What follows belongs to an exercise in optimizing a design on an open flow for small area and few clock cycles; a production flow would make more cautious choices.
In this exercise RTL edits were held to simulation tests only and were not proved equivalent to the original.
Power is estimated from default activity; no workload was simulated.

// F
module F(
    input empty,
    input [15:0] iu,
    input [15:0] iv,
    input [15:0] offset,
    input [PRECISION-1:0] indatar,
    input [PRECISION-1:0] indatai,
    output read,
    output valid,
    output [15:0] gind,
    output [15:0] cind,
    output [PRECISION-1:0] outdatar,
    output [PRECISION-1:0] outdatai,
    input clk,
    input rst
    );
For scale: ~400 cells after synthesis, roughly 4 flip-flops, about 210 I/O pins, ~2100 um2 of cells after synthesis.
clock: 8.0 ns
lec_check: 0
cap_margin: 20
core_margin: 2
core_utilization: 55
cts_buf_list: sky130_fd_sc_hd__clkbuf_2
cts_cluster_diameter: 200
cts_cluster_size: 20
place_density: 0.5
slew_margin: 20
standard.sh (not shown) runs the stock make flow with config.mk's settings and CLKGATE_MAP_FILE= SYNTH_SCRIPT=/design/flow/synth_recipe.tcl, a recipe that flattens the netlist after the stock synthesis.
==> flow/flow/run.sh <==
#!/bin/bash
# Standard layout with two changes to synthesis: adders stay plain gates
# (no full/half-adder cells) and ABC maps with flow/abc.script.
# Each tool's output goes to a log file in the work folder.
set -e
W=$(pwd)
{ head -n 1 synth_recipe.tcl; cat flow/abc_proc.tcl; tail -n +2 synth_recipe.tcl; } > own_synth.tcl
export MY_ABC_SCRIPT=$W/flow/abc.script MY_ABC_D=4500
bash standard.sh ADDER_MAP_FILE= SYNTH_SCRIPT=$W/own_synth.tcl BUFFER_PORTS_ARGS="-buffer_cell sky130_fd_sc_hd__buf_1" finish > standard.log 2>&1
==> flow/flow/abc.script <==
strash; dch; amap; topo; stime -c
==> flow/flow/abc_proc.tcl <==
# Own ABC script for technology mapping: synth.tcl calls abc with its
# -script and -D; this replaces the script with $MY_ABC_SCRIPT, in which
# {D} stands for the delay target $MY_ABC_D (ps).
proc abc {args} {
  set f [open $::env(MY_ABC_SCRIPT) r]
  set s [string map [list "{D}" $::env(MY_ABC_D)] [read $f]]
  close $f
  set script $::env(OBJECTS_DIR)/own_abc.script
  set f [open $script w]
  puts $f $s
  close $f
  set out {}
  for {set i 0} {$i < [llength $args]} {incr i} {
    set a [lindex $args $i]
    if {$a eq "-script"} { incr i; lappend out -script $script; continue }
    if {$a eq "-D"} { incr i; continue }
    lappend out $a
  }
  yosys abc {*}$out
}
The starting point finished clean.
Testbench counts at the start, summed over its fixed seeds: cycles 21,630.
Next try:
PLACE_DENSITY = default   (was 0.5)
Worst setup slack loses 62 ps. Design area hardly moves. Clock power grows by roughly a tenth. Die area is unchanged. Register-to-register slack gains 20 ps.
Next try:
CAP_MARGIN = 0   (was 20)
SLEW_MARGIN = 0   (was 20)
Clock power stays flat.
Sequential power stays flat.
Non-clock buffer count stays the same.
Via count stays the same.
Synthesized area is unchanged.
Setup slack is unchanged.
Clock skew does not change.
Global-route usage is unchanged.
Core utilization stays the same.
Fmax does not change.
Register-to-register slack hardly moves.
Next try:
CAP_MARGIN = 20   (was 0)
PLACE_DENSITY = 0.75   (was default)
SLEW_MARGIN = 20   (was 0)
Effect: The changed run went through all stages and came out clean; worst setup slack gets better by 8.2 ps; die area is unchanged; routed wire length decreases by 1.9%; worst hold slack is about the same; non-clock buffer count stays the same; global-route usage decreases by 1.0 points; synthesized area is unchanged; clock-buffer cell count does not change; via count increases by 2.2%; register-to-register slack barely changes; final cell count is unchanged.

========
== run 1 ==
Another version of the RTL of F (not shown whole).
For scale: roughly 410 cells after synthesis, ~210 I/O pins, about 0.0022 sq mm of cells after synthesis.
Settings: LEC_CHECK=0, CAP_MARGIN=20, CORE_MARGIN=2, CORE_UTILIZATION=60, CTS_BUF_LIST=sky130_fd_sc_hd__clkbuf_1, SLEW_MARGIN=20; clock period 8.0 ns.
Scripts as last shown in full above: flow/flow/run.sh, flow/flow/abc.script, flow/flow/abc_proc.tcl
Run 1 closes out successfully: all stages finished, all timing, DRC and antenna checks passed.
Testbench counts of run 1, summed over its fixed seeds: cycles 21,630.
diff inputs: run 1 => run 2
==> flow/flow/abc.script <==
strash; &get -n; &deepsyn -I 4 -J 50; &put; dch; amap; topo; stime -c
diff --git a/flow/config.mk b/flow/config.mk
--- a/flow/config.mk
+++ b/flow/config.mk
@@ -10 +10 @@
-export CORE_UTILIZATION = 60
+export CORE_UTILIZATION = 55
@@ -11,0 +12,2 @@
+export CTS_CLUSTER_DIAMETER = 200
+export CTS_CLUSTER_SIZE = 20
==> results.txt <==
Run 2: all stages complete, timing, DRC and antenna checks passed
Run 2 vs run 1 — synthesized instance count dropped by a little under 10%
Cmp run 2 vs run 1: register-to-register slack lower in run 2
Between run 1 and run 2, the all-layer global routing usage is lower for run 2.
Higher worst path arrival time among run 1 and run 2: run 2
On sequential share of layout area, run 1 and run 2 are basically level.
The final reports for run 2 and run 1 show multi-input combinational gate total lower in the former.
Inputs modified between run 2 and run 3:
==> flow/flow/abc.script <==
strash; dch; amap; topo; stime -c
diff --git a/flow/config.mk b/flow/config.mk
--- a/flow/config.mk
+++ b/flow/config.mk
@@ -11,3 +11 @@
-export CTS_BUF_LIST = sky130_fd_sc_hd__clkbuf_1
-export CTS_CLUSTER_DIAMETER = 200
-export CTS_CLUSTER_SIZE = 20
+export CTS_BUF_LIST = sky130_fd_sc_hd__clkbuf_2
--- outcome ---
The total power in run 3 sits 6.0% below the value recorded for run 2. Summary of run 3 over run 2: peak clock frequency supported by timing higher, detailed-route via count higher, floorplan core area higher. Of run 3 and run 2, the run reporting the higher power per standard cell area was run 2. Summary of the comparison: total wire length is higher in run 3, relative to run 2. In run 3, the final critical-path share of the clock period came out 1.5 points below the value in run 2. Diff run 2 -> run 3: final-layout fill cell count rose 8.7%, global-route usage over all layers now sits higher. Summary of run 3 over run 2: cell-internal power moved down; number of different library cells in the post-synthesis netlist rose by 12%.
--- input diff run 3..run 4 ---
==> flow/flow/abc.script <==
strash; dc2; dc2; dch -f; amap; topo; stime -c
==> comparison <==
Looking at highest layer used for signal routing, the met5 result is from run 3; the met4 one comes from run 4. Run 4 ended with every stage complete and zero timing, DRC or antenna violations. The summed instance area of the synthesized netlist in run 4 sits 85 sq um below the value recorded for run 3. Row fmax: run 4 lower / run 3 higher. Delta (run 4 minus run 3): core utilization higher, number of non-clock inverters lower, number of standard cells after synthesis lower. Clock power delta for run 4 relative to run 3: about 7% higher. Against run 3 as the reference, run 4 delivers a lower final cell count. On met2 layer usage reported by global route: run 4 sits below run 3.
## Diff of input files: run 5 against run 4
==> flow/flow/abc.script <==
strash; dch; amap; topo; stime -c
diff --git a/flow/config.mk b/flow/config.mk
--- a/flow/config.mk
+++ b/flow/config.mk
@@ -11 +11,3 @@
-export CTS_BUF_LIST = sky130_fd_sc_hd__clkbuf_2
+export CTS_BUF_LIST = sky130_fd_sc_hd__clkbuf_1
+export CTS_CLUSTER_DIAMETER = 200
+export CTS_CLUSTER_SIZE = 20
Notes after the runs:
Comparing path length in cells of the critical path for run 5 and run 4, the bigger number came from run 4.
Compared with run 4, run 5 shows layout overhead on the synthesized area lower by 6.7 points.
Sort run 5 and run 4 by post-CTS clock slew at the launch and capture registers of the worst setup and hold paths, descending, and run 5 comes first.
First-iteration DRC count ended up 13 higher on run 5 than on run 4.
Die area (lower): run 4
Run 5 reports a higher wire length on met2 than run 4 does.
Overall power shrinks by a few percent when moving from run 4 to run 5.

## static timing again, ports no longer ideal
In the flow no input, the clock included, has a driving cell. The finished layouts below were timed again as built, in two steps.
Step 1 (the two cells are an assumption about what drives the block):
set clk [get_ports {clk}]
set_driving_cell -lib_cell sky130_fd_sc_hd__clkbuf_16 $clk
set_driving_cell -lib_cell sky130_fd_sc_hd__buf_2 [delete_from_list [all_inputs] $clk]
Step 2 moves the port delays by t, midway between the first and last clock arrival at a register: inputs arrive t later, outputs are due t later. That takes back most of the time a late clock gives input paths.
a / b / c = ideal ports / drivers / drivers and shift; a / b = the first two.
run	t, ns	setup slack, ns	worst setup path after step 2
the first run of note 1	0.229	0.702 / 0.673 / 0.673	input to output
the second run of note 1	0.247	0.640 / 0.612 / 0.612	input to output
the third run of note 1	0.247	0.640 / 0.612 / 0.612	input to output
the fourth run of note 1	0.220	0.648 / 0.625 / 0.625	input to output
run 1	0.260	0.641 / 0.615 / 0.615	input to output
run 2	0.244	0.436 / 0.412 / 0.412	input to output
run 3	0.225	0.555 / 0.531 / 0.531	input to output
run 4	0.233	0.529 / 0.505 / 0.505	input to output
run 5	0.261	0.557 / 0.533 / 0.533	input to output
After both steps every run listed still meets setup and hold. For the first run of note 1, which loses most, drivers alone change the setup slack by -0.029 ns; drivers and shift together by -0.029 ns.
